From an optimization exercise on the open Yosys and OpenROAD flow, aimed at small area; shortcuts taken in it are not production practice.
Only simulation tests tie the RTL to the original design; equivalence was not proved.
The clock cells of runs 5 and 6 come from the design's own scripts or RTL, not from TritonCTS.
The flow treats the clock pin as an ideal source. Dropping or thinning the clock tree relies on that and would not hold on a real chip.
Power is estimated from default activity; no workload was simulated.

## flow/run.sh

```bash
#!/bin/bash
# synth_recipe.tcl (not shown) runs the flow's synth.tcl, then flattens the netlist and writes it again
# the make line also repeats each setting of config.mk as NAME=value (left out here)
make -C /OpenROAD-flow-scripts/flow DESIGN_CONFIG=/design/flow/config.mk WORK_HOME=/design/flow/orfs CLKGATE_MAP_FILE= SYNTH_SCRIPT=/design/flow/synth_recipe.tcl finish
```

## flow/config.mk

```make
export PLATFORM = sky130hd
export DESIGN_NAME = GameManager
export DESIGN_NICKNAME = GameManager
export VERILOG_FILES = /design/flow/design.v
export SDC_FILE = /design/flow/constraint.sdc
export NUM_CORES = 4
export LEC_CHECK = 0
export CAP_MARGIN = 20
export CORE_MARGIN = 2
export CORE_UTILIZATION = 40
export SLEW_MARGIN = 20
```

## flow/constraint.sdc

```tcl
create_clock -name core_clock -period 10.0 [get_ports {clk_2}]
set_input_delay 2.0000 -clock core_clock [delete_from_list [all_inputs] [get_ports {clk_2}]]
set_output_delay 2.0000 -clock core_clock [all_outputs]
set_load 0.01 [all_outputs]
```

## flow/design.v

```verilog
module GameManager(
    input clk_2,
    input botton_1,
    input botton_2,
    input botton_3,
    input botton_4,
    input botton_5,
    input botton_6,
    input botton_7,
    input botton_8,
    input dip1,
    input dip2,
    input dip3,
    input dip_rst,
    input dip_clk,
    output led_1,
    output led_2,
    output led_3,
    output led_4,
    output led_5,
    output led_6,
    output led_7,
    output led_8,
    output [7:0] SEG_COM,
    output [7:0] SEG_DATA
);
    wire rs = dip_rst;
    wire en = ~dip_clk;
    wire [7:0] btn = {botton_8, botton_7, botton_6, botton_5,
                      botton_4, botton_3, botton_2, botton_1};
    reg [5:0] count2;
    reg clk10;
    always @(posedge clk_2) begin
        if (dip_clk | rs) begin
            count2 <= 6'd0;
            clk10 <= 1'b0;
        end else if (count2[5] & count2[4] & count2[0]) begin    
            count2 <= 6'd0;
            clk10 <= ~clk10;
        end else
            count2 <= count2 + 6'd1;
    end
    wire tick = clk10 & (count2 == 6'd0);
    reg [1:0] L;
    reg [2:0] k;
    reg grst, hold;
    wire dip_on = dip1 | dip2 | dip3;
    wire k_one = (k == 3'b001) | (k == 3'b010) | (k == 3'b100);
    always @(posedge clk_2) begin
        if (rs) begin
            grst <= 1'b0;
            hold <= 1'b1;
            L <= 2'd0;
            k <= 3'b000;
        end else if (en) begin
            if (dip_on)
                k <= k | {dip3, dip2, dip1};
            else if (hold) begin
                grst <= 1'b0;
                hold <= 1'b0;
            end else begin
                grst <= 1'b1;
                if (k_one & (L == 2'd0))
                    L <= {k[1] | k[2], k[0] | k[2]};
                k <= 3'b000;
            end
        end
    end
    wire [3:0] max = {L, 2'b11};
    reg [3:0] c;
    reg iend;
    wire lrst = (c != 4'd9);
    wire rr = grst & lrst;
    always @(posedge clk_2) begin
        if (rs)
            c <= 4'd4;
        else if (en) begin
            if (!grst)
                c <= 4'd4;
            else if (c == 4'd9)
                c <= 4'd0;
            else if (c < 4'd4)
                c <= c + 4'd1;
            else if (iend)
                c <= c + 4'd1;
        end
    end
    reg [3:0] rc;     
    reg [3:0] acd;    
    reg mm, cur;      
    wire win = ~mm & cur;
    wire game_end = rc[3] & rc[1];
    always @(posedge clk_2) begin
        if (rs) begin
            rc <= 4'd0;
            acd <= 4'd0;
        end else if (en & grst & iend & (c == 4'd8)) begin
            rc <= rc + 4'd1;
            acd <= acd + {3'd0, win};
        end
    end
    reg [19:0] count;
    always @(posedge clk_2) begin
        if (rs) count <= 20'd0;
        else count <= count + 20'b11001001101001001111;
    end
    wire lvs = dip_on | iend;
    reg inp_q;
    always @(posedge clk_2) begin
        if (rs) inp_q <= 1'b0;
        else inp_q <= lvs;
    end
    wire [15:0] P = count[15:0] ^ count[19:4];
    wire [17:0] rdn;
    assign rdn[0]  = P[0] ^ P[5];
    assign rdn[1]  = P[1] ^ P[6];
    assign rdn[2]  = P[2] ^ P[7];
    assign rdn[3]  = P[3] ^ P[8] ^ count[0];
    assign rdn[4]  = P[4] ^ P[9] ^ count[1];
    assign rdn[5]  = P[5] ^ P[10] ^ count[2];
    assign rdn[6]  = P[6] ^ P[11] ^ count[3];
    assign rdn[7]  = P[7] ^ P[12] ^ P[0];
    assign rdn[8]  = P[8] ^ P[13] ^ P[1];
    assign rdn[9]  = P[9] ^ P[14] ^ P[2];
    assign rdn[10] = P[10] ^ P[15] ^ P[3];
    assign rdn[11] = P[11] ^ P[4] ^ count[16];
    assign rdn[12] = P[12] ^ P[5] ^ count[17];
    assign rdn[13] = P[13] ^ P[6] ^ count[18];
    assign rdn[14] = P[14] ^ P[7] ^ count[19];
    assign rdn[15] = P[15] ^ P[8];
    assign rdn[16] = P[5] ^ count[0] ^ count[16];
    assign rdn[17] = P[6] ^ count[1] ^ count[17];
    reg [17:0] RD;
    always @(posedge clk_2) begin
        if (!rs & lvs & ~inp_q) RD <= rdn;
    end
    wire pen = (L != 2'd0) & (c != 4'd3);
    reg enq, pge;
    reg [17:0] D;
    wire cap = pen & ~enq;
    always @(posedge clk_2) begin
        if (rs) enq <= 1'b0;
        else enq <= pen;
        if (rs | ~rr) pge <= 1'b0;
        else if (cap) pge <= 1'b1;
        if (!rs & rr & cap) D <= RD;
    end
    wire ppen = pge & ~game_end;
    reg [4:0] T;
    always @(posedge clk_2) begin
        if (rs | ~ppen) T <= 5'd0;
        else if (tick) T <= T + 5'd1;
    end
    wire clkp = ppen & ((L == 2'd3) ? T[2] : (L == 2'd2) ? T[3] : (L == 2'd1) ? T[4] : 1'b0);
    reg clk_q;
    always @(posedge clk_2) begin
        if (rs) clk_q <= 1'b0;
        else clk_q <= clkp;
    end
    wire step = clkp & ~clk_q;
    reg [5:0] s;
    reg pend;
    wire s_last = (s == {1'b0, max, 1'b0});
    wire [2:0] w = D[s[4:1] +: 3];
    reg [7:0] b;
    reg [2:0] tmp;
    reg load;
    wire inp_bt = |btn;
    wire b_one = (b != 8'd0) & ((b & (b - 8'd1)) == 8'd0);
    wire verify = pend & b_one & ~iend;
    wire [2:0] benc = {b[4] | b[5] | b[6] | b[7], b[2] | b[3] | b[6] | b[7], b[1] | b[3] | b[5] | b[7]};
    wire match = (tmp == w);
    wire freeze = (c > 4'd5);
    always @(posedge clk_2) begin
        if (rs | ~rr) begin
            s <= 6'd59;
            pend <= 1'b0;
            b <= 8'd0;
            load <= 1'b0;
            iend <= 1'b0;
            mm <= 1'b0;
            cur <= 1'b1;
        end else begin
            if (step & ~pend) begin
                if (s_last) begin
                    pend <= 1'b1;
                    s <= 6'd62;
                end else
                    s <= s + 6'd1;
            end
            if (en) begin
                if (inp_bt)
                    b <= b | btn;
                else begin
                    b <= 8'd0;
                    if (verify) begin
                        tmp <= benc;
                        if (!s_last) begin
                            s <= s + 6'd2;
                            load <= 1'b1;
                            mm <= mm | ~(load ? match : cur);
                        end
                    end else
                        load <= 1'b0;
                    if (pend & s_last)
                        iend <= 1'b1;
                    if (load & ~freeze)
                        cur <= match;
                end
            end
        end
    end
    wire on = ~pend & ~s[5] & ~s[0];
    assign {led_8, led_7, led_6, led_5, led_4, led_3, led_2, led_1} = on ? (8'd1 << w) : 8'd0;
    reg [2:0] cnt;
    reg started;
    always @(posedge clk_2) begin
        if (rs) begin
            cnt <= 3'd0;
            started <= 1'b0;
        end else if (en) begin
            cnt <= cnt + 3'd1;
            started <= 1'b1;
        end
    end
    function [6:0] seg;
        input [3:0] v;
        case (v)
            4'd0: seg = 7'b1111110;
            4'd1: seg = 7'b0110000;
            4'd2: seg = 7'b1101101;
            4'd3: seg = 7'b1111001;
            4'd4: seg = 7'b0110011;
            4'd5: seg = 7'b1011011;
            4'd6: seg = 7'b1011111;
            4'd7: seg = 7'b1110010;
            4'd8: seg = 7'b1111111;
            4'd9: seg = 7'b1111011;
            default: seg = 7'b1111110;
        endcase
    endfunction
    wire hund = acd[3] & acd[1];
    reg [6:0] dig;
    always @(*) begin
        case (cnt)
            3'd0: dig = hund ? 7'b0110000 : 7'b1111110;
            3'd1: dig = seg(acd);
            3'd2: dig = 7'b1111110;
            default: dig = 7'b0000000;
        endcase
    end
    assign SEG_COM = started ? ~(8'd1 << cnt) : 8'd0;
    assign SEG_DATA = started ? {dig, 1'b0} : 8'd0;
endmodule
```

==> results of run 1 <==
-- power by group through the flow --
stage                     Combinational [mW]  Clock (mW)  Sequential, mW
after global placement                 0.200           0           0.618
after global routing                   0.224       0.650           0.614
final                                  0.200       0.613           0.609
after floorplan                        0.188           0           0.590
after CTS                              0.203       0.625           0.610
after detailed placement               0.202           0           0.620
-- synth_stat cells, types with 2 or more instances --
library cell,count
mux4_2,9
nand2_1,44
mux2_2,2
nor2_1,84
clkbuf_1,24
xnor2_1,60
mux2i_1,17
o21a_1,2
xor2_1,21
nor3_1,17
or3_1,4
buf_6,3
a21boi_0,3
nand4_1,3
nor3b_2,3
buf_4,2
and3_1,9
o31ai_1,6
inv_1,18
o211ai_1,2
dfxtp_1,85
nand3b_1,5
and3b_1,2
a31oi_1,5
nor4_1,5
buf_2,6
o21ai_0,12
or4_1,3
ha_1,21
o22ai_1,3
a21o_1,5
nor2b_1,7
a21oi_1,46
or2_2,2
nand3_1,15
edfxtp_1,39
a211oi_1,3
nand2b_1,6
-- final cells by class --
type	instances	share of cell area, %
multi-input combinational	454	43.1
sequential	124	39.1
clock buffer	26	7.07
timing repair buffer	38	5.05
tap	211	3.60
clock inverter	6	1.12
inverter	19	0.972
-- per-layer routing --
layer | up-vias | wire, um
met5 | - | 0
met4 | 0 | 178
met3 | 14 | 404
li1 | 2244 | -
met2 | 78 | 5690
met1 | 2021 | 5820
-- kinds of logic (layout without fill, tap and decap cells) --
kind of cell	after synthesis	after routing	synth area share, %
XOR/XNOR	81	81	11.3
AND/OR/NAND/NOR	218	218	16.9
other	1	1	0.0598
flip-flops	124	124	45.8
AO/OA/AOI/OAI	102	102	10.8
adder cells (fa/ha/maj)	22	22	4.35
buffers and inverters	55	89	3.89
multiplexers	30	30	6.90
-- flip-flops by register name, indices dropped and copies added, names as in the netlist, 2 cells and up, named ones only --
register / cells
D: 18
L: 2
RD: 18
T: 5
acd: 4
b: 8
c: 4
cnt: 3
count: 20
count2: 6
k: 3
rc: 4
s: 6
tmp: 3
-- worst paths after layout --
path,slack (ns),cells after the start,to
setup / recovery,4.70,6,led_2
hold / removal,0.41,0,D[14]
setup reg to reg,7.32,6,mm
hold reg to reg,0.41,0,D[14]
==> out/qor.txt, run 1 <==
fraction of registers with async set/reset: 0%
Hold WC Path Type: flop to flop
postcts setup bufs: 0
GR peak layer: met2
Leak Pwr: 2.68 nW
Die Wd: 129 um
FF-to-FF Start: s[1]
Post-Syn Instances: 633
Root Driver: clkbuf_16
Worst Tran Pin Value: 0.917 ns
Post-synth EDFFs: 39
sw power: 0.339 mW
vias after detailed routing: 4357
initial drt markers: 253
Initial Util: 41.1%
post-synth cell types: 68
Avg WL per Cell: 13.8 um
mean post-synth cell area: 9.91 sq um
Sequential Area: 0.00287 sq mm
antenna diode count: 0
Max Slew Vio Count: 0
post-CTS sizing: 0
clock share of power: 43.1%
most frequent cells in the layout: 85 x dfxtp_1, 84 x nor2_1, 60 x xnor2_1
post-DP HPWL: 8740 um
WP buf/inv: 1
CP Launch Type: flop
worst vdd ir: 0.120 mV
clk slew on worst S/H paths: 0.05 ns
vias in the first global route: 4316
total track usage: 15.5%
hold_sp: RD[14]
final hold vios: 0
leading cell type in the layout, fill and taps excluded: dfxtp_1
Worst Path Arrival: 3.30 ns
largest area contributor in the netlist: dfxtp_1
final setup TNS: 0 ns
fin nets: 689
FMAX: 0.189 GHz
GP Congestion: 0.889
Period minus WS final: 5.30 ns
Tcrit/Tclk final: 53.0%
placed cells: 846
DRC: 0
first-pass GRT wire length: 20500 um
Area growth, synth to finish: 17.0%
Num CTS Buffers: 17
Syn Nets: 668
ranking of synthesized cells by area: dfxtp_1 27%, edfxtp_1 19%, xnor2_1 8.4%
met1 GRT Util: 19.9%
maxcap violations: 0
CP endpoint kind: output pin
kind of critical path: flop to output pin
post-synthesis sequential area ratio: 45.8%
post-route ant nets: 0
die area: 0.0167 sq mm
PD cells: 194 mW/mm^2
Int Pwr: 1.08 mW
CTS Hold Buffers Added: 0
dpl ws: 5.08 ns
final wirelength: 12100 um
Core Area: 0.0153 sq mm
H-Tree Depth: 4
Via density: 4.96
clock sink count: 124
clk latency of the worst-skew pair: 0.41 ns
status: no timing/DRC/antenna violations
Flop pwr share: 42.8%
RSZ-0062 raised after global routing: no
CP max-delay cell: dfxtp_1
Ports: 38
worst relative slew slack: 38.8%
std cell rows: 45
share of the synthesized area in the top cell type: 27.1%
Die Y: 129 um
Gate power share: 14.1%
multi-input logic area: 0.00316 sq mm
# port buffers: 36
layout cell share with drive strength beyond 1: 9.15%
Critical Path RT: 8.00 ns
final std cells w/o fill: 878
sw frac: 23.8%
initial antenna violation count: 0
crit-path leading delay family: multiplexers
FF+latch count, synth: 124
setup ws final: 4.70 ns
Ys Warns: 1
drt first pass iters: 4
CTS Buffer Depth: 2
Filler cells: 1414
ys flop type: dfxtp_1
Slowest Stage Delay on Critical Path: 0.92 ns
GRT overflow: 0
met3 usage: 4.46%
hold slack: 0.414 ns
final setup fails: 0
CTS tree: yes
Worst Path Max Fanout: 19
Tot Pwr: 1.42 mW
Placed Area: 0.00674 sq mm
crit-path cells: mux4_2, mux2i_1, mux2i_4, or2_2, nor2_1, clkdlybuf4s50_1
Synth Cell Area: 0.00627 sq mm
clk_skew: 0.00958 ns
met2 usage: 25.1%
final instance area: 0.00734 sq mm
post-layout util: 48.1%
largest net degree at the start of global routing: 62
Worst Setup SP: s[1]
==> run 2, diff against run 1 <==
--- a/flow/design.v
+++ b/flow/design.v
@@ -135,16 +135,15 @@
         if (!rs & lvs & ~inp_q) RD <= rdn;
     end
     wire pen = (L != 2'd0) & (c != 4'd3);
-    reg enq, pge;
+    reg enq;
     reg [17:0] D;
     wire cap = pen & ~enq;
     always @(posedge clk_2) begin
         if (rs) enq <= 1'b0;
         else enq <= pen;
-        if (rs | ~rr) pge <= 1'b0;
-        else if (cap) pge <= 1'b1;
         if (!rs & rr & cap) D <= RD;
     end
+    wire pge = enq & (c >= 4'd4) & (c <= 4'd8);
     wire ppen = pge & ~game_end;
     reg [4:0] T;
     always @(posedge clk_2) begin
@@ -223,32 +222,16 @@
             started <= 1'b1;
         end
     end
-    function [6:0] seg;
-        input [3:0] v;
-        case (v)
-            4'd0: seg = 7'b1111110;
-            4'd1: seg = 7'b0110000;
-            4'd2: seg = 7'b1101101;
-            4'd3: seg = 7'b1111001;
-            4'd4: seg = 7'b0110011;
-            4'd5: seg = 7'b1011011;
-            4'd6: seg = 7'b1011111;
-            4'd7: seg = 7'b1110010;
-            4'd8: seg = 7'b1111111;
-            4'd9: seg = 7'b1111011;
-            default: seg = 7'b1111110;
-        endcase
-    endfunction
+    wire [3:0] v = acd;
+    wire v1 = (v == 4'd1), v2 = (v == 4'd2), v4 = (v == 4'd4), v5 = (v == 4'd5);
+    wire v6 = (v == 4'd6), v7 = (v == 4'd7), v3 = (v == 4'd3);
+    wire v0 = (v == 4'd0) | (v == 4'd10), v8 = (v == 4'd8);
+    wire [6:0] seg_t = {~(v1 | v4), ~(v5 | v6), ~v2, ~(v1 | v4 | v7),
+                        v0 | v2 | v6 | v8, ~(v1 | v2 | v3), ~(v0 | v1 | v7)};
     wire hund = acd[3] & acd[1];
-    reg [6:0] dig;
-    always @(*) begin
-        case (cnt)
-            3'd0: dig = hund ? 7'b0110000 : 7'b1111110;
-            3'd1: dig = seg(acd);
-            3'd2: dig = 7'b1111110;
-            default: dig = 7'b0000000;
-        endcase
-    end
+    wire [6:0] dig = (cnt == 3'd0) ? (hund ? 7'b0110000 : 7'b1111110) :
+                     (cnt == 3'd1) ? seg_t :
+                     (cnt == 3'd2) ? 7'b1111110 : 7'b0000000;
     assign SEG_COM = started ? ~(8'd1 << cnt) : 8'd0;
     assign SEG_DATA = started ? {dig, 1'b0} : 8'd0;
 endmodule
--- a/flow/config.mk
+++ b/flow/config.mk
@@ -8,4 +8,5 @@
 export CAP_MARGIN = 20
 export CORE_MARGIN = 2
 export CORE_UTILIZATION = 40
+export CTS_BUF_LIST = sky130_fd_sc_hd__clkbuf_4
 export SLEW_MARGIN = 20
==> run 2 against run 1 <==
Against the previous run:
- first-iteration DRC count fell by 2.8%
- global-route usage fell by 0.43 points
- core utilization down 2.4 points
- non-clock buffer count increased by 2
- combinational power rose by 3%
- synthesized area shrank 1.4%
- worst setup slack worse by 0.24 ns
- synthesized cell count is 0.32% lower
- routed wire length shrank 3.3%
==> out/qor.txt, run 2 <==
Ys Warns: 1
vias in the first global route: 4259
Synth Cell Area: 0.00619 sq mm
Filler cells: 1386
kind of critical path: flop to output pin
status: no timing/DRC/antenna violations
post-DP HPWL: 8450 um
final wirelength: 11700 um
PD cells: 161 mW/mm^2
hold_sp: RD[8]
Num CTS Buffers: 17
Worst Tran Pin Value: 0.987 ns
mux cell area share after synthesis: 7.97%
CTS tree: yes
worst reg2reg setup slack: 7.12 ns
Initial Util: 40.9%
GP Congestion: 0.839
largest area contributor in the netlist: dfxtp_1
WP buf/inv: 1
Die Wd: 128 um
final setup fails: 0
post-synth cell types: 71
maxcap violations: 0
Core Area: 0.0151 sq mm
placed cells: 819
biggest registers after layout: count (20), D (18), RD (18)
Leak Pwr: 2.46 nW
final hold vios: 0
met1 GRT Util: 18.8%
initial drt markers: 246
layout cell share with drive strength beyond 1: 10.9%
drt first pass iters: 4
largest net degree at the start of global routing: 57
most common cell in the synthesized netlist: nor2_1
largest family of logic cells by synthesized area: simple AND/OR/NAND/NOR gates
Ports: 38
Worst Path Max Fanout: 22
initial antenna violation count: 1
ys flop type: dfxtp_1
Worst Path Arrival: 3.54 ns
CP max-delay cell: dfxtp_1
vias after detailed routing: 4383
Area growth, synth to finish: 11.9%
FF+latch count, synth: 116
clk_skew: 0.0142 ns
Synth Area in Adders: 3.40%
mean post-synth cell area: 9.81 sq um
clk latency of the worst-skew pair: 0.52 ns
fraction of registers with async set/reset: 0%
CTS Hold Buffers Added: 0
H-Tree Depth: 4
Hold WC Path Type: flop to flop
Via density: 5.14
Critical Path RT: 8.00 ns
Critical R2R Capture: s[5]
Avg WL per Cell: 13.7 um
# port buffers: 36
fin nets: 680
worst relative slew slack: 34.1%
share of the synthesized area in the top cell type: 24.9%
Tcrit/Tclk final: 55.4%
FMAX: 0.180 GHz
met3 usage: 4.78%
Post-Syn Instances: 631
Max Slew Vio Count: 0
post-CTS sizing: 0
Period minus WS final: 5.54 ns
crit-path leading delay family: flip-flops
Post-Synth Simple-Gate Area: 17.3%
Hold Path End: D[8]
final std cells w/o fill: 852
CP endpoint kind: output pin
post-route ant nets: 0
Slowest Stage Delay on Critical Path: 0.98 ns
first-pass GRT wire length: 19800 um
postcts setup bufs: 0
Post-synth EDFFs: 39
GR peak layer: met2
final setup TNS: 0 ns
leading cell type in the layout, fill and taps excluded: nor2_1
Root Driver: clkbuf_4
fraction of synthesized cell area in xor and xnor cells: 12.3%
hold path depth: 0
most frequent cells in the layout: 80 x nor2_1, 77 x dfxtp_1, 59 x xnor2_1
Most flops, register: count
clk slew on worst S/H paths: 0.10 ns
FF-to-FF Start: s[1]
reg2reg path depth: 6
ranking of synthesized cells by area: dfxtp_1 25%, edfxtp_1 19%, xnor2_1 8.4%
total track usage: 15.1%
clock sink count: 116
Syn Nets: 661
met2 usage: 24.6%
crit-path cells: mux2_2, mux4_2, nor2_1, a21o_1, and2_1, and3_1, clkdlybuf4s50_1
Synth top cells by count: 80 x nor2_1, 77 x dfxtp_1, 59 x xnor2_1, 39 x edfxtp_1, 38 x a21oi_1
DRC: 0
CP Launch Type: flop
worst vdd ir: 0.0789 mV
Synth Area in Compound Gates: 11.2%
post-synthesis sequential area ratio: 43.8%
GRT overflow: 0
RSZ-0062 raised after global routing: no
Die Y: 128 um
max reg flops: 20
die area: 0.0165 sq mm
std cell rows: 45
CTS Buffer Depth: 2
-- run 2: layer usage --
layer  share of wire, %  vias up
met5                  0        -
met3                3.1       11
met2                 49       57
met4                1.2        0
li1                   -     2257
met1                 47     2058
-- run 2: worst max path at each step --
stage / start / endpoint / slack, ns / cells after the start
after floorplan: dip_rst / D[0] / 5.77 / 3
after global placement: s[1] / led_4 / 5.09 / 7
after detailed placement: s[1] / led_7 / 4.99 / 6
after CTS: s[1] / led_4 / 4.38 / 7
after global routing: s[1] / led_1 / 4.11 / 6
final: s[1] / led_4 / 4.46 / 7
-- run 2: kinds of logic (layout without fill, tap and decap cells) --
group / after synthesis / after routing
and+or+nand+nor: 210 / 210
DFF: 116 / 116
AOI/OAI and AO/OA: 104 / 104
xor gates and xnor gates: 87 / 87
buffers and inverters: 60 / 92
muxes: 36 / 36
adders and majority gates: 17 / 17
other: 1 / 2
-- run 2: stage by stage --
step	hold WS (ns)	power, mW	util, %	worst slack [ns]	instance area [sq um]
finish	0.427	1.11	45.7	4.46	6920
global route	0.439	1.18	45.7	4.11	6920
CTS	0.431	1.13	45.7	4.38	6920
detailed placement	0.405	0.794	43.9	4.99	6650
global placement	0.405	0.792	43.9	5.09	6650
floorplan	0.400	0.748	-	5.77	6190
-- run 2: area by class of cell --
type | instances | area, sq um | area share, %
diodes | 1 | 2.50 | 0.0361
clock buffers | 17 | 128 | 1.84
clock inverters | 15 | 145 | 2.10
inverters | 20 | 75.1 | 1.08
multi-input cells | 455 | 3240 | 46.8
flip-flops and latches | 116 | 2710 | 39.2
well taps | 188 | 235 | 3.40
repair buffers | 40 | 385 | 5.57
-- run 2: report_power, final --
part	switching [mW]	total [mW]	internal, mW
registers	0.0354	0.576	0.541
logic	0.0976	0.206	0.108
clock network	0.166	0.332	0.166
-- run 2: worst reg2reg max path, delay by kind of cell, from the launching register on --
kind,cells,cell delay (ns)
flip-flops,1,0.98
AO/OA/AOI/OAI,1,0.26
AND/OR/NAND/NOR,3,0.94
adder cells (fa/ha/maj),1,0.29
multiplexers,1,0.31
==> run 3, diff against run 2 <==
==> flow/flow/run.sh (new file) <==
#!/bin/bash
# Own layout flow: the standard flow (standard.sh) with three changes:
#  * synthesis maps the logic with an area-oriented ABC script (flow/my_synth.tcl,
#    flow/abc_area.script); everything else in synthesis is the standard flow's
#  * the port buffers are sky130_fd_sc_hd__buf_1 (every port still gets one)
#  * clock tree synthesis uses clkbuf_4 buffers and inserts no dummy loads
# Each tool's full output goes to the ORFS logs (orfs/logs/...) and to
# flow_make.log / flow_def.log in this folder.
set -euo pipefail
W=$(pwd)
export MY_ABC_SCRIPT="$W/flow/abc_area.script"
export BUFFER_PORTS_ARGS="-buffer_cell sky130_fd_sc_hd__buf_1"
export CTS_ARGS="-sink_clustering_enable -repair_clock_nets -dont_use_dummy_load -buf_list sky130_fd_sc_hd__clkbuf_4"
# standard.sh with the synthesis script swapped for flow/my_synth.tcl
sed "s#SYNTH_SCRIPT=[^ ]*#SYNTH_SCRIPT=$W/flow/my_synth.tcl#" standard.sh > my_standard.sh
grep -q "SYNTH_SCRIPT=$W/flow/my_synth.tcl" my_standard.sh
bash my_standard.sh finish > flow_make.log 2>&1 || { tail -50 flow_make.log; exit 1; }
test -s out/final.def
==> flow/flow/abc_area.script (new file) <==
strash
&get -n
&fraig -x
&put
scorr
dc2
strash
&get -n
&dch -f
&nf
&put
==> flow/flow/my_synth.tcl (new file) <==
# The standard synthesis (synth_recipe.tcl), with one change: ABC maps the
# logic with flow/abc_area.script (an area-oriented script) in place of ORFS's
# abc_speed.script. Registers are mapped before ABC runs, so they are the
# standard synthesis's registers, with the same names and cells.
proc synth {args} { yosys synth -nofsm -noshare {*}$args }
proc abc {args} {
  set i [lsearch -exact $args -script]
  if {$i >= 0} { lset args [expr {$i + 1}] $::env(MY_ABC_SCRIPT) }
  yosys abc {*}$args
}
source $::env(SCRIPTS_DIR)/synth.tcl
# left out here: clear keep_hierarchy, flatten, clean up, hide names made inside functions, write 1_2_yosys.v
==> flow/standard.sh (new file) <==
#!/bin/bash
# synth_recipe.tcl (not shown) runs the flow's synth.tcl, then flattens the netlist and writes it again
# the make line also repeats each setting of config.mk as NAME=value (left out here)
make -C /OpenROAD-flow-scripts/flow DESIGN_CONFIG=/design/flow/config.mk WORK_HOME=/design/flow/orfs CLKGATE_MAP_FILE= SYNTH_SCRIPT=/design/flow/synth_recipe.tcl "${@:-finish}"
--- a/flow/config.mk
+++ b/flow/config.mk
@@ -8,5 +8,4 @@
 export CAP_MARGIN = 20
 export CORE_MARGIN = 2
 export CORE_UTILIZATION = 40
-export CTS_BUF_LIST = sky130_fd_sc_hd__clkbuf_4
 export SLEW_MARGIN = 20
removed: flow/run.sh
==> run 3 against run 2 <==
Against the previous run:
- global-route usage rose by 0.55 points
- count of clock-buffer cells in the layout stayed put
- via count is 3.0% lower
- largest power group unchanged
- highest routed layer unchanged
==> out/qor.txt, run 3 <==
ranking of synthesized cells by area: dfxtp_1 27%, edfxtp_1 21%, xnor2_1 7.9%
leading cell type in the layout, fill and taps excluded: nor2_1
most frequent cells in the layout: 80 x nor2_1, 77 x dfxtp_1, 51 x xnor2_1
layout cell share with drive strength beyond 1: 4.63%
Die Wd: 123 um
worst relative slew slack: 34.0%
worst reg2reg setup slack: 6.82 ns
initial antenna violation count: 0
Tot Pwr: 0.925 mW
vias after detailed routing: 4252
worst vdd ir: 0.0967 mV
CP Launch Type: flop
Leak Pwr: 2.14 nW
fraction of registers with async set/reset: 0%
post-route ant nets: 0
fin nets: 659
final hold vios: 0
clock share of power: 23.2%
clock sink count: 116
Post-synth EDFFs: 39
most common cell in the synthesized netlist: nor2_1
final setup TNS: 0 ns
Num CTS Buffers: 17
met2 usage: 27.0%
largest area contributor in the netlist: dfxtp_1
GR peak layer: met2
RSZ-0062 raised after global routing: no
maxcap violations: 0
clk latency of the worst-skew pair: 0.50 ns
Core Area: 0.0138 sq mm
dpl ws: 5.28 ns
met3 usage: 4.55%
postcts setup bufs: 0
CTS Buffer Depth: 2
worst setup path end: led_1
Gate power share: 16.2%
max reg flops: 20
Ys Warns: 1
Syn Nets: 602
Avg WL per Cell: 13.6 um
Post-Syn Instances: 572
post-synthesis sequential area ratio: 48.0%
total track usage: 15.6%
biggest registers after layout: count (20), D (18), RD (18)
# port buffers: 36
final wirelength: 11000 um
Critical Path RT: 8.00 ns
Worst Setup SP: s[1]
Synth top cells by count: 80 x nor2_1, 77 x dfxtp_1, 51 x xnor2_1, 49 x a21oi_1, 39 x edfxtp_1
Period minus WS final: 5.17 ns
Hold WC Path Type: flop to flop
Int Pwr: 0.681 mW
CTS tree: yes
share of the synthesized area in the top cell type: 27.3%
Area growth, synth to finish: 9.10%
setup ws final: 4.83 ns
final setup fails: 0
FMAX: 0.193 GHz
Most flops, register: count
FF+latch count, synth: 116
status: no timing/DRC/antenna violations
GRT overflow: 0
PD cells: 150 mW/mm^2
Worst Path Max Fanout: 20
Ports: 38
H-Tree Depth: 4
antenna diode count: 0
clk slew on worst S/H paths: 0.10 ns
sw frac: 26.3%
Root Driver: clkbuf_4
CP endpoint kind: output pin
clk_skew: 0.0487 ns
std cell rows: 43
Worst Path Arrival: 3.17 ns
die area: 0.0151 sq mm
Synth Cell Area: 0.00565 sq mm
Critical R2R Capture: cur
met1 GRT Util: 18.3%
CTS Hold Buffers Added: 0
DRC: 0
post-DP HPWL: 8080 um
FF-to-FF Start: s[1]
Flop pwr share: 60.5%
Max Slew Vio Count: 0
drt first pass iters: 4
post-synth cell types: 52
Initial Util: 40.9%
largest net degree at the start of global routing: 52
Via density: 5.27
post-CTS sizing: 0
kind of critical path: flop to output pin
Worst Tran Pin Value: 0.981 ns
initial drt markers: 206
mean post-synth cell area: 9.88 sq um
first-pass GRT wire length: 18600 um
Tcrit/Tclk final: 51.7%
sw power: 0.244 mW
Die Y: 123 um
GP Congestion: 0.835
reg2reg path depth: 7
ys flop type: dfxtp_1
vias in the first global route: 4064
==> run 3: changes by cell type in the layout (fill, tap and decap cells not counted), sizes merged, moves of 8 or more <==
cell,delta
inv,-20
mux2,-11
xor2,-8
a21oi,+11
clkdlybuf4s50,-35
buf,+33
xnor2,-8
==> run 3: worst min path at each step <==
| stage | startpoint | end | cells past startpoint |
|---|---|---|---|
| 6_report | RD[17] | D[17] | 0 |
| 5_1_grt | RD[16] | D[16] | 0 |
| 4_1_cts | RD[17] | D[17] | 0 |
| 3_5_place_dp | RD[17] | D[17] | 0 |
| 3_3_place_gp | RD[16] | D[16] | 0 |
| 2_1_floorplan | RD[0] | D[0] | 0 |
==> run 3: cells by family after synthesis <==
family	Yosys count	share of synthesized area, %
other	1	0.0664
flip-flops	116	48.0
AND/OR/NAND/NOR	216	18.9
buffers and inverters	19	1.33
adder cells (fa/ha/maj)	17	3.72
multiplexers	16	4.21
XOR/XNOR	71	11.0
AO/OA/AOI/OAI	116	12.8
==> run 3: stage by stage <==
stage / std cells / utilization [%] / cell area (sq um) / hold WS, ns
floorplan: 572 / - / 5650 / 0.400
global placement: 790 / 43.7 / 6040 / 0.408
detailed placement: 790 / 43.7 / 6040 / 0.405
CTS: 807 / 44.6 / 6170 / 0.389
global route: 807 / 44.6 / 6170 / 0.400
finish: 807 / 44.6 / 6170 / 0.390
==> run 3: metal layers <==
metal	vias up	share of wire, %
met5	-	0
met4	0	1.6
met1	1988	45
met2	80	49
met3	11	4.4
li1	2173	-
==> run 3: area by class of cell <==
cell class,count,area [sq um]
inverters,18,67.6
repair buffers,39,159
fillers,1329,7660
clock buffers,17,128
well taps,180,225
flip-flops and latches,116,2710
multi-input cells,437,2870
==> run 3: worst max-delay path, stage by stage (launching register included) <==
cell and delay, ns:
dfxtp_1 0.89, mux4_2 0.59, nor2b_1 0.14, o31ai_1 0.36, nand3_1 0.20, or2_0 0.27, nor2_1 0.11, buf_1 0.16
==> run 3: power groups by stage <==
stage / registers (mW) / logic (mW) / clock network (mW)
2_1_floorplan: 0.563 / 0.121 / 0
3_3_place_gp: 0.570 / 0.150 / 0
3_5_place_dp: 0.571 / 0.153 / 0
4_1_cts: 0.560 / 0.153 / 0.228
5_1_grt: 0.565 / 0.169 / 0.248
6_report: 0.560 / 0.150 / 0.215
==> run 4, diff against run 3 <==
--- a/flow/design.v
+++ b/flow/design.v
@@ -138,10 +138,12 @@
     reg enq;
     reg [17:0] D;
     wire cap = pen & ~enq;
+    wire rot;    
     always @(posedge clk_2) begin
         if (rs) enq <= 1'b0;
         else enq <= pen;
         if (!rs & rr & cap) D <= RD;
+        else if (!rs & rr & rot) D <= {D[0], D[17:1]};
     end
     wire pge = enq & (c >= 4'd4) & (c <= 4'd8);
     wire ppen = pge & ~game_end;
@@ -159,22 +161,28 @@
     wire step = clkp & ~clk_q;
     reg [5:0] s;
     reg pend;
-    wire s_last = (s == {1'b0, max, 1'b0});
-    wire [2:0] w = D[s[4:1] +: 3];
-    reg [7:0] b;
+    wire s_last = (s == {1'b0, max, 1'b1});
+    wire [2:0] w = ~pend ? {D[1], D[0], D[17]} :
+                   (L == 2'd1) ? D[11:9] : (L == 2'd2) ? D[7:5] : D[3:1];
+    reg bv, bm;
+    reg [2:0] bi;
     reg [2:0] tmp;
     reg load;
     wire inp_bt = |btn;
-    wire b_one = (b != 8'd0) & ((b & (b - 8'd1)) == 8'd0);
-    wire verify = pend & b_one & ~iend;
-    wire [2:0] benc = {b[4] | b[5] | b[6] | b[7], b[2] | b[3] | b[6] | b[7], b[1] | b[3] | b[5] | b[7]};
+    wire bl_any = |btn[3:0], bh_any = |btn[7:4];
+    wire bl_le1 = ~((btn[0] | btn[1]) & (btn[2] | btn[3])) & ~(btn[0] & btn[1]) & ~(btn[2] & btn[3]);
+    wire bh_le1 = ~((btn[4] | btn[5]) & (btn[6] | btn[7])) & ~(btn[4] & btn[5]) & ~(btn[6] & btn[7]);
+    wire btn_one = ~(bl_any & bh_any) & bl_le1 & bh_le1;
+    wire [2:0] btn_enc = {bh_any, btn[2] | btn[3] | btn[6] | btn[7], btn[1] | btn[3] | btn[5] | btn[7]};
+    wire verify = pend & bv & ~bm & ~iend;
     wire match = (tmp == w);
     wire freeze = (c > 4'd5);
     always @(posedge clk_2) begin
         if (rs | ~rr) begin
-            s <= 6'd59;
+            s <= 6'd60;
             pend <= 1'b0;
-            b <= 8'd0;
+            bv <= 1'b0;
+            bm <= 1'b0;
             load <= 1'b0;
             iend <= 1'b0;
             mm <= 1'b0;
@@ -183,17 +191,20 @@
             if (step & ~pend) begin
                 if (s_last) begin
                     pend <= 1'b1;
-                    s <= 6'd62;
+                    s <= 6'd63;
                 end else
                     s <= s + 6'd1;
             end
             if (en) begin
-                if (inp_bt)
-                    b <= b | btn;
-                else begin
-                    b <= 8'd0;
+                if (inp_bt) begin
+                    bv <= 1'b1;
+                    if (!bv) bi <= btn_enc;
+                    if (~btn_one | (bv & (btn_enc != bi))) bm <= 1'b1;
+                end else begin
+                    bv <= 1'b0;
+                    bm <= 1'b0;
                     if (verify) begin
-                        tmp <= benc;
+                        tmp <= bi;
                         if (!s_last) begin
                             s <= s + 6'd2;
                             load <= 1'b1;
@@ -209,7 +220,9 @@
             end
         end
     end
-    wire on = ~pend & ~s[5] & ~s[0];
+    assign rot = (step & ~pend & ~s[5] & ~s[0]) |
+                 (en & ~inp_bt & verify & ~s_last);
+    wire on = ~pend & ~s[5] & s[0];
     assign {led_8, led_7, led_6, led_5, led_4, led_3, led_2, led_1} = on ? (8'd1 << w) : 8'd0;
     reg [2:0] cnt;
     reg started;
==> flow/flow/abc_area.script (replaced) <==
strash
&get -n
&fraig -x
&put
scorr
dc2
dc2
strash
&get -n
&dch -f
&nf -a -R 1000
&put
==> run 4 against run 3 <==
Against the previous run:
- still clean on timing, DRC and antenna
- maximum frequency grew 14%
- clock skew shrank 0.0096 ns
- synthesized cell count shrank 2.6%
- hold slack gained 0.083 ns
- final area shrank 3.0%
- critical path type unchanged
- highest routed layer unchanged
==> out/qor.txt, run 4 <==
status: no timing/DRC/antenna violations
reg2reg path depth: 11
Most flops, register: count
kind of critical path: flop to output pin
Post-Syn Instances: 557
largest area contributor in the netlist: dfxtp_1
Worst Path Arrival: 2.52 ns
CTS tree: yes
post-synthesis sequential area ratio: 49.2%
die area: 0.0146 sq mm
Post-synth EDFFs: 42
biggest registers after layout: count (20), D (18), RD (18)
most frequent cells in the layout: 71 x dfxtp_1, 71 x nor2_1, 43 x xnor2_1
ranking of synthesized cells by area: dfxtp_1 26%, edfxtp_1 23%, xnor2_1 6.9%
final setup TNS: 0 ns
FF-to-FF Start: count[2]
Synth top cells by count: 71 x dfxtp_1, 71 x nor2_1, 43 x xnor2_1, 42 x a21oi_1, 42 x edfxtp_1
Via density: 5.21
Core Area: 0.0133 sq mm
multi-input logic area: 0.00269 sq mm
maxcap violations: 0
post-route ant nets: 0
Ys Warns: 1
worst relative slew slack: 44.0%
Slowest Stage Delay on Critical Path: 0.46 ns
worst reg2reg setup slack: 7.15 ns
Syn Nets: 586
clock share of power: 23.5%
ys flop type: dfxtp_1
largest net degree at the start of global routing: 53
FF+latch count, synth: 113
Filler cells: 1313
CP Launch Type: flop
mean post-synth cell area: 9.78 sq um
Max Slew Vio Count: 0
Period minus WS final: 4.52 ns
Critical Path RT: 8.00 ns
Leak Pwr: 2.07 nW
postcts setup bufs: 0
Int Pwr: 0.664 mW
clk latency of the worst-skew pair: 0.51 ns
first-pass GRT wire length: 18000 um
Hold WC Path Type: flop to flop
# port buffers: 36
Root Driver: clkbuf_4
final hold vios: 0
crit-path cells: clkinv_1, nor2_1, nor3_1, o21ai_0, o21ai_0, or2_0, nor2_1, buf_1
Gate power share: 16.4%
RSZ-0062 raised after global routing: no
total track usage: 15.7%
initial antenna violation count: 1
CP max-delay cell: dfxtp_1
Sequential Area: 0.00268 sq mm
PD cells: 151 mW/mm^2
Die Y: 121 um
CTS Hold Buffers Added: 0
initial drt markers: 210
DRC: 0
hold slack: 0.473 ns
Flop pwr share: 60.2%
post-DP HPWL: 7940 um
worst vdd ir: 0.0706 mV
Die Wd: 121 um
hold_sp: hold
clock sink count: 113
share of the synthesized area in the top cell type: 26.1%
Initial Util: 41.0%
GRT overflow: 0
H-Tree Depth: 4
vias in the first global route: 3871
std cell rows: 42
sw power: 0.241 mW
FMAX: 0.221 GHz
Avg WL per Cell: 13.6 um
Worst Path Max Fanout: 6
hold path depth: 2
Critical R2R Capture: count[19]
drt first pass iters: 5
fraction of registers with async set/reset: 0%
vias after detailed routing: 4125
CTS Buffer Depth: 2
post-CTS sizing: 0
final wirelength: 10800 um
CP endpoint kind: output pin
sw frac: 26.6%
layout cell share with drive strength beyond 1: 4.07%
final setup fails: 0
post-synth cell types: 45
Worst Tran Pin Value: 0.831 ns
Ports: 38
Tot Pwr: 0.905 mW
Tcrit/Tclk final: 45.2%
max reg flops: 20
Synth Cell Area: 0.00545 sq mm
Area growth, synth to finish: 9.73%
clk_skew: 0.0391 ns
Hold Path End: hold
clk slew on worst S/H paths: 0.09 ns
fin nets: 645
Num CTS Buffers: 17
GP Congestion: 0.891
post-layout util: 45.0%
run 4: cell count changes in the layout (fill, tap and decap cells not counted), moves of 7 or more:
cell / previous run / this run
nor3_1: 23 / 34
mux2_1: 2 / 18
xnor2_1: 51 / 43
a21oi_1: 49 / 42
o21ai_0: 11 / 24
xor2_1: 20 / 28
nor2_1: 80 / 71
run 4: power groups by stage:
stage	combinational (mW)	sequential, mW	clock [mW]
final	0.148	0.545	0.212
after global routing	0.168	0.550	0.245
after CTS	0.150	0.545	0.224
after detailed placement	0.150	0.556	0
after global placement	0.148	0.555	0
after floorplan	0.118	0.547	0
run 4: worst max-delay path by stage:
stage	from	endpoint	slack, ns	cells past startpoint
finish	L[1]	led_4	5.48	8
detailed placement	botton_6	D[11]	5.39	9
floorplan	botton_6	D[0]	4.77	7
global route	L[1]	led_3	5.20	8
CTS	L[1]	led_3	5.42	8
global placement	botton_6	D[14]	5.50	9
run 4: worst max-delay path, delay by kind of cell (launching register included):
| family | cells | cell delay [ns] |
|---|---|---|
| flops | 1 | 0.46 |
| buf+inv | 2 | 0.33 |
| compound gates | 2 | 0.40 |
| simple gates | 4 | 0.85 |
run 4: through the flow:
| step | std cells | cell area (sq um) | setup WS [ns] |
|---|---|---|---|
| floorplan | 557 | 5450 | 4.77 |
| global placement | 773 | 5840 | 5.50 |
| detailed placement | 773 | 5840 | 5.39 |
| CTS | 790 | 5970 | 5.42 |
| global route | 792 | 5980 | 5.20 |
| finish | 792 | 5980 | 5.48 |
run 4: logic make-up after synthesis:
logic type	share of synthesized area, %
AOI/OAI and AO/OA	12.0
and+or+nand+nor	17.8
adders and majority gates	3.44
xor gates and xnor gates	11.4
other	0.0688
buffers and inverters	1.65
muxes	4.45
DFF	49.2
run 4: cell type report:
cell class,instances,area share [%]
Multi-Input combinational cell,421,45.0
Sequential cell,113,44.9
Tap cell,176,3.68
Timing Repair Buffer,41,2.91
Clock buffer,17,2.13
Inverter,22,1.38
Antenna cell,2,0.0837
run 4: metal layers:
layer	global-route usage, %	vias up	wire length (um)
met1	19.0	1924	5090
met3	4.95	11	404
met5	0	-	0
met4	6.10	0	134
met2	25.9	76	5170
li1	-	2114	-
==> run 5, diff against run 4 <==
==> flow/flow/run.sh (replaced) <==
#!/bin/bash
# Own layout flow: the standard flow (standard.sh) with these changes:
#  * synthesis maps the logic with an area-oriented ABC script (flow/my_synth.tcl,
#    flow/abc_area.script); everything else in synthesis is the standard flow's
#  * the port buffers are sky130_fd_sc_hd__buf_1 (every port still gets one)
#  * the clock tree is one level of clock buffers made by flow/my_cts.tcl in
#    place of ORFS's CTS step
# Each tool's full output goes to the ORFS logs (orfs/logs/...) and to the
# flow_*.log files in this folder.
set -euo pipefail
W=$(pwd)
export MY_ABC_SCRIPT="$W/flow/abc_area.script"
export BUFFER_PORTS_ARGS="-buffer_cell sky130_fd_sc_hd__buf_1"
# standard.sh with the synthesis script swapped for flow/my_synth.tcl
sed "s#SYNTH_SCRIPT=[^ ]*#SYNTH_SCRIPT=$W/flow/my_synth.tcl#" standard.sh > my_standard.sh
grep -q "SYNTH_SCRIPT=$W/flow/my_synth.tcl" my_standard.sh
bash my_standard.sh place > flow_make_place.log 2>&1 || { tail -50 flow_make_place.log; exit 1; }
RESULTS_DIR="$W/orfs/results/sky130hd/GameManager/base" PLATFORM_DIR="$FLOW_HOME/platforms/sky130hd" \
  MY_CTS_NBUF=4 MY_CTS_BUF=sky130_fd_sc_hd__clkbuf_16 \
  openroad -no_init -exit "$W/flow/my_cts.tcl" > flow_cts.log 2>&1 || { tail -50 flow_cts.log; exit 1; }
bash my_standard.sh finish > flow_make_finish.log 2>&1 || { tail -50 flow_make_finish.log; exit 1; }
test -s out/final.def
==> flow/flow/abc_area.script (replaced) <==
strash
&get -n
&fraig -x
&put
scorr
dc2
dc2
strash
&get -n
&deepsyn -J 100 -T 300
&dch -f
&nf -a -R 1000
&put
==> flow/flow/my_cts.tcl (new file) <==
set res $::env(RESULTS_DIR)
set plat $::env(PLATFORM_DIR)
read_liberty $plat/lib/sky130_fd_sc_hd__tt_025C_1v80.lib
read_db $res/3_place.odb
read_sdc $res/3_place.sdc
source $plat/setRC.tcl

set nbuf $::env(MY_CTS_NBUF)
set bufm $::env(MY_CTS_BUF)
set db [ord::get_db]
set block [ord::get_db_block]
set master [$db findMaster $bufm]
set clk [$block findNet clk_2]

# the flip-flop clock pins on the clock net
set sinks {}
foreach it [$clk getITerms] {
  set inst [$it getInst]
  lassign [$inst getLocation] x y
  set m [$inst getMaster]
  set x [expr {$x + [$m getWidth] / 2}]
  set y [expr {$y + [$m getHeight] / 2}]
  lappend sinks [list $it $x $y]
}
puts "clock sinks: [llength $sinks]"

# k-means, started from sinks spread along the sorted x+y order
set sorted [lsort -real -index 0 [lmap s $sinks {list [expr {[lindex $s 1] + [lindex $s 2]}] $s}]]
set n [llength $sorted]
set cx {}; set cy {}
for {set k 0} {$k < $nbuf} {incr k} {
  set s [lindex [lindex $sorted [expr {int(($k + 0.5) * $n / $nbuf)}]] 1]
  lappend cx [lindex $s 1]; lappend cy [lindex $s 2]
}
for {set iter 0} {$iter < 50} {incr iter} {
  set asg {}
  foreach s $sinks {
    set best 0; set bd 1e30
    for {set k 0} {$k < $nbuf} {incr k} {
      set d [expr {abs([lindex $s 1] - [lindex $cx $k]) + abs([lindex $s 2] - [lindex $cy $k])}]
      if {$d < $bd} { set bd $d; set best $k }
    }
    lappend asg $best
  }
  set sx [lrepeat $nbuf 0.0]; set sy [lrepeat $nbuf 0.0]; set sn [lrepeat $nbuf 0]
  foreach s $sinks a $asg {
    lset sx $a [expr {[lindex $sx $a] + [lindex $s 1]}]
    lset sy $a [expr {[lindex $sy $a] + [lindex $s 2]}]
    lset sn $a [expr {[lindex $sn $a] + 1}]
  }
  for {set k 0} {$k < $nbuf} {incr k} {
    if {[lindex $sn $k] > 0} {
      lset cx $k [expr {[lindex $sx $k] / [lindex $sn $k]}]
      lset cy $k [expr {[lindex $sy $k] / [lindex $sn $k]}]
    }
  }
}
puts "cluster sizes: $sn"

set src $clk
if {[info exists ::env(MY_CTS_ROOT)] && $::env(MY_CTS_ROOT) ne ""} {
  set rinst [odb::dbInst_create $block [$db findMaster $::env(MY_CTS_ROOT)] "clkbuf_manual_root"]
  set src [odb::dbNet_create $block "clknet_manual_root"]
  $src setSigType CLOCK
  [$rinst findITerm A] connect $clk
  [$rinst findITerm X] connect $src
  set ax 0.0; set ay 0.0
  foreach s $sinks { set ax [expr {$ax + [lindex $s 1]}]; set ay [expr {$ay + [lindex $s 2]}] }
  $rinst setLocation [expr {int($ax / [llength $sinks])}] [expr {int($ay / [llength $sinks])}]
  $rinst setPlacementStatus PLACED
} elseif {$nbuf > 4} {
  error "the clock port may drive at most 4 buffers"
}
for {set k 0} {$k < $nbuf} {incr k} {
  set inst [odb::dbInst_create $block $master "clkbuf_manual_$k"]
  set net [odb::dbNet_create $block "clknet_manual_$k"]
  $net setSigType CLOCK
  [$inst findITerm A] connect $src
  [$inst findITerm X] connect $net
  foreach s $sinks a $asg {
    if {$a == $k} {
      set it [lindex $s 0]
      $it disconnect
      $it connect $net
    }
  }
  $inst setLocation [expr {int([lindex $cx $k])}] [expr {int([lindex $cy $k])}]
  $inst setPlacementStatus PLACED
}
set_propagated_clock [all_clocks]
detailed_placement
check_placement -verbose
estimate_parasitics -placement
report_clock_skew
report_worst_slack -max
report_worst_slack -min
repair_timing -hold
detailed_placement
check_placement -verbose
estimate_parasitics -placement
report_worst_slack -max
report_worst_slack -min
write_db $res/4_1_cts.odb
write_db $res/4_cts.odb
write_sdc $res/4_cts.sdc
==> run 5 against run 4 <==
Against the previous run:
- still clean
- cell count shrank 5.6%
- critical path depth is the same
- power shrank 4.8%
- largest power group unchanged
- synthesized area shrank 2.4%
- worst setup slack lost 0.10 ns
- hold slack lost 0.0051 ns
- clock power shrank 12%
- clock skew shrank 0.026 ns
- highest routed layer unchanged
==> out/qor.txt, run 5 <==
maxcap violations: 0
Crit path depth: 8
GP Congestion: 0.837
ys flop type: dfxtp_1
Die Wd: 119 um
Flop pwr share: 62.6%
Core Area: 0.0131 sq mm
Most flops, register: count
clk latency of the worst-skew pair: 0.17 ns
WL met1: 4940 um
post-layout util: 44.2%
WL met2: 4800 um
Syn Nets: 557
die area: 0.0142 sq mm
clock share of power: 21.6%
CP endpoint kind: flop
vias in the first global route: 3727
Via density: 5.20
drt first pass iters: 4
leading cell type in the layout, fill and taps excluded: dfxtp_1
Slowest Stage Delay on Critical Path: 0.64 ns
Worst Path Arrival: 4.43 ns
total track usage: 14.3%
Worst Tran Pin Value: 0.819 ns
worst vdd ir: 0.129 mV
Avg WL per Cell: 13.8 um
max reg flops: 20
crit-path cells: buf_1, nor2_1, nand2_1, nor3_1, nand4_1, nor2_1, nand2_1, nand3_1
Post-Syn Instances: 528
largest net degree at the start of global routing: 46
CP Launch Type: primary input
RSZ-0062 raised after global routing: no
Placed Area: 0.00571 sq mm
Die Y: 119 um
clk slew on worst S/H paths: 0.10 ns
Post-synth EDFFs: 42
status: no timing/DRC/antenna violations
Synth Cell Area: 0.00532 sq mm
initial antenna violation count: 0
hold slack: 0.468 ns
sw power: 0.207 mW
largest area contributor in the netlist: dfxtp_1
Max Slew Vio Count: 0
mean post-synth cell area: 10.1 sq um
FMAX: 0.216 GHz
placed cells: 744
initial drt markers: 242
Tot Pwr: 0.861 mW
Int Pwr: 0.655 mW
Ports: 38
Max Used Layer: met4
Leak Pwr: 1.96 nW
final std cells w/o fill: 748
share of the synthesized area in the top cell type: 26.7%
worst relative slew slack: 45.2%
antenna diode count: 0
crit-path leading delay family: simple AND/OR/NAND/NOR gates
met3 routed WL: 400 um
PD cells: 148 mW/mm^2
fin nets: 603
Worst Path Max Fanout: 18
DRC: 0
Gate power share: 15.8%
layout cell share with drive strength beyond 1: 1.92%
Ys Warns: 1
clk_skew: 0.0128 ns
sw frac: 24.0%
final wirelength: 10300 um
post-DP HPWL: 7880 um
final setup TNS: 0 ns
Area growth, synth to finish: 9.24%
Critical Path RT: 9.80 ns
final hold vios: 0
reg2reg path depth: 12
ranking of synthesized cells by area: dfxtp_1 27%, edfxtp_1 24%, xnor2_1 7.6%
Tcrit/Tclk final: 46.2%
# port buffers: 36
most frequent cells in the layout: 71 x dfxtp_1, 67 x nor2_1, 46 x xnor2_1
std cell rows: 42
Period minus WS final: 4.62 ns
fraction of registers with async set/reset: 0%
Initial Util: 40.5%
final instance area: 0.00581 sq mm
post-route ant nets: 0
WP buf/inv: 1
dpl ws: 5.17 ns
kind of critical path: primary input to flop
vias after detailed routing: 3888
post-synthesis sequential area ratio: 50.4%
Hold WC Path Type: flop to flop
hold path depth: 1
Synth top cells by count: 71 x dfxtp_1, 67 x nor2_1, 46 x xnor2_1, 42 x edfxtp_1, 39 x a21oi_1
FF+latch count, synth: 113
first-pass GRT wire length: 17400 um
most common cell in the synthesized netlist: dfxtp_1
post-synth cell types: 48
final setup fails: 0
biggest registers after layout: count (20), D (18), RD (18)
setup ws final: 5.38 ns
CP max-delay cell: nand3_1
GRT overflow: 0
run 5: cell types whose count changed after synthesis, moves of 4 or more:
| cell | previous run | this run |
|---|---|---|
| a22o_1 | 0 | 7 |
| o22ai_1 | 6 | 2 |
| nor4_1 | 5 | 9 |
| nor2_1 | 71 | 67 |
| nand2b_1 | 8 | 1 |
| nand3_1 | 14 | 10 |
| xor2_1 | 28 | 21 |
| o21ai_0 | 25 | 12 |
run 5: layout make-up:
cell class	count	area (sq um)
Fill cell	1302	7320
Timing Repair Buffer	41	174
Tap cell	176	220
Buffer	4	100
Inverter	19	71.3
Multi-Input combinational cell	395	2560
Sequential cell	113	2680
run 5: power groups by stage:
stage,logic (mW),clock network (mW),registers [mW]
after floorplan,0.109,0,0.542
after global placement,0.135,0,0.550
after detailed placement,0.138,0,0.550
after global routing,0.154,0.208,0.543
final,0.136,0.186,0.539
run 5: kinds of logic (layout without fill, tap and decap cells):
kind of cell / after synthesis / count (layout) / share of synthesized area [%]
and+or+nand+nor: 193 / 193 / 17.6
DFF: 113 / 113 / 50.4
AOI/OAI and AO/OA: 100 / 100 / 11.9
xor gates and xnor gates: 67 / 67 / 11.0
buffers and inverters: 20 / 64 / 1.48
muxes: 18 / 18 / 3.79
adders and majority gates: 16 / 16 / 3.72
other: 1 / 1 / 0.0705
run 5: layer usage:
layer / vias up / track usage [%]
met5: - / 0
li1: 1987 / -
met4: 0 / 2.06
met3: 10 / 0.910
met2: 63 / 24.6
met1: 1828 / 20.3
run 5: worst register-to-register path, stage by stage (launching register included):
cell and delay [ns]:
dfxtp_1 0.42, or4_1 0.61, and3_1 0.24, o21a_1 0.20, a21o_1 0.22, a21o_1 0.21, o21a_1 0.20, a21oi_1 0.19
nor2b_1 0.08, and2_0 0.17, nor2_1 0.12, o21bai_1 0.07, a21oi_1 0.10
run 5: final timing paths:
check                               from        end  slack, ns
worst max-delay path            botton_8      D[11]       5.38
worst min-delay path                hold       hold       0.47
worst max register to register  count[2]  count[19]       7.11
worst min register to register      hold       hold       0.47
==> run 6, diff against run 5 <==
--- a/flow/design.v
+++ b/flow/design.v
@@ -166,8 +166,7 @@
                    (L == 2'd1) ? D[11:9] : (L == 2'd2) ? D[7:5] : D[3:1];
     reg bv, bm;
     reg [2:0] bi;
-    reg [2:0] tmp;
-    reg load;
+    reg qm, qp;    
     wire inp_bt = |btn;
     wire bl_any = |btn[3:0], bh_any = |btn[7:4];
     wire bl_le1 = ~((btn[0] | btn[1]) & (btn[2] | btn[3])) & ~(btn[0] & btn[1]) & ~(btn[2] & btn[3]);
@@ -175,7 +174,8 @@
     wire btn_one = ~(bl_any & bh_any) & bl_le1 & bh_le1;
     wire [2:0] btn_enc = {bh_any, btn[2] | btn[3] | btn[6] | btn[7], btn[1] | btn[3] | btn[5] | btn[7]};
     wire verify = pend & bv & ~bm & ~iend;
-    wire match = (tmp == w);
+    wire match = (bi == w);
+    wire s_end2 = (s[5:2] == {1'b0, L, 1'b1}) & s[0];    
     wire freeze = (c > 4'd5);
     always @(posedge clk_2) begin
         if (rs | ~rr) begin
@@ -183,7 +183,7 @@
             pend <= 1'b0;
             bv <= 1'b0;
             bm <= 1'b0;
-            load <= 1'b0;
+            qp <= 1'b0;
             iend <= 1'b0;
             mm <= 1'b0;
             cur <= 1'b1;
@@ -204,24 +204,26 @@
                     bv <= 1'b0;
                     bm <= 1'b0;
                     if (verify) begin
-                        tmp <= bi;
                         if (!s_last) begin
                             s <= s + 6'd2;
-                            load <= 1'b1;
-                            mm <= mm | ~(load ? match : cur);
+                            mm <= mm | ~cur;
+                            cur <= match;
+                        end else begin
+                            qm <= match;
+                            qp <= 1'b1;
                         end
-                    end else
-                        load <= 1'b0;
+                    end else if (qp) begin
+                        qp <= 1'b0;
+                        if (~freeze) cur <= qm;
+                    end
                     if (pend & s_last)
                         iend <= 1'b1;
-                    if (load & ~freeze)
-                        cur <= match;
                 end
             end
         end
     end
-    assign rot = (step & ~pend & ~s[5] & ~s[0]) |
-                 (en & ~inp_bt & verify & ~s_last);
+    assign rot = (step & ~pend & ((~s[5] & ~s[0]) | s_last)) |
+                 (en & ~inp_bt & verify & ~s_end2);
     wire on = ~pend & ~s[5] & s[0];
     assign {led_8, led_7, led_6, led_5, led_4, led_3, led_2, led_1} = on ? (8'd1 << w) : 8'd0;
     reg [2:0] cnt;
--- a/flow/flow/run.sh
+++ b/flow/flow/run.sh
@@ -3,7 +3,8 @@
 #  * synthesis maps the logic with an area-oriented ABC script (flow/my_synth.tcl,
 #    flow/abc_area.script); everything else in synthesis is the standard flow's
 #  * the port buffers are sky130_fd_sc_hd__buf_1 (every port still gets one)
-#  * the clock tree is one level of clock buffers made by flow/my_cts.tcl in
+#  * the clock tree is one level of buffers (4 x buf_12, one per equal-size
+#    cluster of flip-flops) made by flow/my_cts.tcl in
 #    place of ORFS's CTS step
 # Each tool's full output goes to the ORFS logs (orfs/logs/...) and to the
 # flow_*.log files in this folder.
@@ -16,7 +17,7 @@
 grep -q "SYNTH_SCRIPT=$W/flow/my_synth.tcl" my_standard.sh
 bash my_standard.sh place > flow_make_place.log 2>&1 || { tail -50 flow_make_place.log; exit 1; }
 RESULTS_DIR="$W/orfs/results/sky130hd/GameManager/base" PLATFORM_DIR="$FLOW_HOME/platforms/sky130hd" \
-  MY_CTS_NBUF=4 MY_CTS_BUF=sky130_fd_sc_hd__clkbuf_16 \
+  MY_CTS_NBUF=4 MY_CTS_BUF=sky130_fd_sc_hd__buf_12 \
   openroad -no_init -exit "$W/flow/my_cts.tcl" > flow_cts.log 2>&1 || { tail -50 flow_cts.log; exit 1; }
 bash my_standard.sh finish > flow_make_finish.log 2>&1 || { tail -50 flow_make_finish.log; exit 1; }
 test -s out/final.def
--- a/flow/flow/my_cts.tcl
+++ b/flow/flow/my_cts.tcl
@@ -32,21 +32,30 @@
   set s [lindex [lindex $sorted [expr {int(($k + 0.5) * $n / $nbuf)}]] 1]
   lappend cx [lindex $s 1]; lappend cy [lindex $s 2]
 }
-for {set iter 0} {$iter < 50} {incr iter} {
-  set asg {}
+# k-means with equal cluster sizes (at most ceil(n / nbuf) sinks each): each
+# round, sink-cluster pairs are taken nearest first while clusters have room
+set cap [expr {($n + $nbuf - 1) / $nbuf}]
+for {set iter 0} {$iter < 30} {incr iter} {
+  set pairs {}
+  set i 0
   foreach s $sinks {
-    set best 0; set bd 1e30
     for {set k 0} {$k < $nbuf} {incr k} {
-      set d [expr {abs([lindex $s 1] - [lindex $cx $k]) + abs([lindex $s 2] - [lindex $cy $k])}]
-      if {$d < $bd} { set bd $d; set best $k }
+      lappend pairs [list [expr {abs([lindex $s 1] - [lindex $cx $k]) + abs([lindex $s 2] - [lindex $cy $k])}] $i $k]
     }
-    lappend asg $best
+    incr i
   }
-  set sx [lrepeat $nbuf 0.0]; set sy [lrepeat $nbuf 0.0]; set sn [lrepeat $nbuf 0]
+  set asg [lrepeat $n -1]
+  set sn [lrepeat $nbuf 0]
+  foreach p [lsort -real -index 0 $pairs] {
+    lassign $p d i k
+    if {[lindex $asg $i] >= 0 || [lindex $sn $k] >= $cap} { continue }
+    lset asg $i $k
+    lset sn $k [expr {[lindex $sn $k] + 1}]
+  }
+  set sx [lrepeat $nbuf 0.0]; set sy [lrepeat $nbuf 0.0]
   foreach s $sinks a $asg {
     lset sx $a [expr {[lindex $sx $a] + [lindex $s 1]}]
     lset sy $a [expr {[lindex $sy $a] + [lindex $s 2]}]
-    lset sn $a [expr {[lindex $sn $a] + 1}]
   }
   for {set k 0} {$k < $nbuf} {incr k} {
     if {[lindex $sn $k] > 0} {
==> run 6 against run 5 <==
Against the previous run:
- routed wire length fell by 0.99%
- cell count rose by 2.1%
- hold slack got worse by 0.0052 ns
- synthesized area did not move
- via count rose by 2.9%
- flip-flop and latch count fell by 2
- power rose by 2.3%
- clock skew rose by 0.0060 ns
- critical path depth did not move
- final area fell by 0.47%
- largest power group unchanged
- highest routed layer unchanged
==> out/qor.txt, run 6 <==
Via density: 5.24
initial drt markers: 166
Post-Synth Simple-Gate Area: 19.4%
DRC: 0
Tcrit/Tclk final: 42.1%
total track usage: 14.2%
GP Congestion: 0.822
final setup fails: 0
drt first pass iters: 4
vias after detailed routing: 4001
post-synthesis sequential area ratio: 49.3%
reg2reg path depth: 10
hold slack: 0.463 ns
final wirelength: 10200 um
Avg WL per Cell: 13.3 um
Synth Cell Area: 0.00532 sq mm
first-pass GRT wire length: 17400 um
fraction of registers with async set/reset: 0%
met1 GRT Util: 18.8%
fin nets: 619
Worst Path Arrival: 3.98 ns
Period minus WS final: 4.21 ns
Syn Nets: 574
Area growth, synth to finish: 8.72%
final setup TNS: 0 ns
worst relative slew slack: 49.3%
# port buffers: 36
max reg flops: 20
clk_skew: 0.0188 ns
ranking of synthesized cells by area: dfxtp_1 27%, edfxtp_1 23%, xnor2_1 7.2%
final std cells w/o fill: 764
clk slew on worst S/H paths: 0.10 ns
clk latency of the worst-skew pair: 0.15 ns
layout cell share with drive strength beyond 1: 1.70%
Core Area: 0.0131 sq mm
antenna diode count: 0
FMAX: 0.238 GHz
Hold WC Path Type: flop to flop
post-layout util: 44.0%
initial antenna violation count: 0
largest net degree at the start of global routing: 45
maxcap violations: 0
Leak Pwr: 1.98 nW
std cell rows: 42
Worst Tran Pin Value: 0.759 ns
share of the synthesized area in the top cell type: 26.7%
ys flop type: dfxtp_1
largest family of logic cells by synthesized area: simple AND/OR/NAND/NOR gates
met3 usage: 1.15%
Die Y: 119 um
post-DP HPWL: 7680 um
Most flops, register: count
worst vdd ir: 0.0832 mV
PD cells: 152 mW/mm^2
leading cell type in the layout, fill and taps excluded: nor2_1
post-synth cell types: 46
Post-Syn Instances: 545
GRT overflow: 0
Synth Area in Adders: 3.53%
Post-synth EDFFs: 40
hold path depth: 1
Critical Path RT: 9.77 ns
Ys Warns: 1
mux cell area share after synthesis: 4.37%
final hold vios: 0
kind of critical path: primary input to flop
CP Launch Type: primary input
vias in the first global route: 3842
largest area contributor in the netlist: dfxtp_1
met2 usage: 26.1%
RSZ-0062 raised after global routing: no
CP endpoint kind: flop
Max Slew Vio Count: 0
most frequent cells in the layout: 76 x nor2_1, 71 x dfxtp_1, 44 x xnor2_1
Die Wd: 119 um
GR peak layer: met2
most common cell in the synthesized netlist: nor2_1
FF+latch count, synth: 111
die area: 0.0142 sq mm
biggest registers after layout: count (20), D (18), RD (18)
Synth top cells by count: 76 x nor2_1, 71 x dfxtp_1, 44 x xnor2_1, 40 x edfxtp_1, 37 x nand2_1
post-route ant nets: 0
Worst Path Max Fanout: 18
status: no timing/DRC/antenna violations
dpl ws: 5.60 ns
Ports: 38
setup ws final: 5.79 ns
mean post-synth cell area: 9.76 sq um
fraction of synthesized cell area in xor and xnor cells: 10.4%
placed cells: 760
Synth Area in Compound Gates: 11.5%
Initial Util: 40.5%
run 6: cell count changes after synthesis, moves of 3 or more:
cell	delta
nand2_1	+8
a21oi_1	-3
nor2_1	+9
o21ai_0	+4
nand3_1	+3
nor2b_1	+6
run 6: worst paths after layout:
check / from / to / slack (ns)
hold / removal: hold / hold / 0.46
setup / recovery: botton_8 / D[1] / 5.79
hold reg to reg: hold / hold / 0.46
setup reg to reg: count[2] / count[19] / 7.10
run 6: where the power goes:
part           internal [mW]  switching, mW  leakage (nW)
Sequential             0.507         0.0287         0.947
Combinational         0.0790         0.0899         0.999
Clock                 0.0653          0.111        0.0376
run 6: routing by layer:
layer  part of all wire [%]  vias to the layer above
met4                   0.61                        0
met1                     47                     1909
met5                      0                        -
li1                       -                     2036
met2                     50                       50
met3                    2.5                        6
run 6: through the flow:
| stage | power [mW] | area, sq um |
|---|---|---|
| 2_1_floorplan | 0.670 | 5320 |
| 3_3_place_gp | 0.711 | 5710 |
| 5_1_grt | 0.933 | 5790 |
| 6_report | 0.881 | 5790 |
| 3_5_place_dp | 0.717 | 5710 |
run 6: logic make-up after synthesis:
kind of cell	after synthesis
flops	111
compound gates	97
buf+inv	20
fa+ha+maj	15
simple gates	217
xor+xnor	63
mux	21
other cells	1
run 6: final cells by class:
cell class                      instances  area, sq um
Inverter                               19         71.3
Multi-Input combinational cell        414         2630
Tap cell                              176          220
Sequential cell                       111         2620
Fill cell                            1305         7350
Timing Repair Buffer                   40          166
Buffer                                  4         80.1
run 6: worst max-delay path: stages:
cell and delay [ns]:
buf_1 0.10, nor2_1 0.18, nand2_1 0.14, or3_1 0.43, nand2b_1 0.27, a21oi_1 0.15
o21ai_0 0.13, nand2_1 0.59

## afterwards: timing with drivers on the ports
Ports are ideal in the flow. The routed layouts listed here were re-timed in OpenROAD.
Step 1 assumes that a clkbuf_16 drives the clock port and a buf_2 every other input.
Step 2 adds t to the input delays and takes it off the output delays; t is the mean of the earliest and latest rising clock arrival at the registers after step 1. Input paths then give back, and output paths get back, about the clock's delay inside the block.
Three values: no drivers, after step 1, after step 2; two values: the first two.
| run | shift t [ns] | setup slack, ns | hold WS [ns] |
|---|---|---|---|
| run 1 | 0.446 | 4.702 / 4.663 / 5.049 | 0.414 / 0.414 / 0.414 |
| run 2 | 0.544 | 4.459 / 4.427 / 4.971 | 0.427 / 0.427 / 0.427 |
| run 3 | 0.510 | 4.832 / 4.798 / 5.308 | 0.390 / 0.390 / 0.390 |
| run 4 | 0.524 | 5.479 / 5.444 / 5.376 | 0.473 / 0.473 / 0.473 |
| run 5 | 0.242 | 5.375 / 5.434 / 5.192 | 0.468 / 0.468 / 0.468 |
| run 6 | 0.225 | 5.790 / 5.743 / 5.631 | 0.463 / 0.463 / 0.463 |
After both steps every run listed still meets setup and hold. For run 5, which loses most, drivers alone change the setup slack by +0.059 ns; drivers and shift together by -0.183 ns.
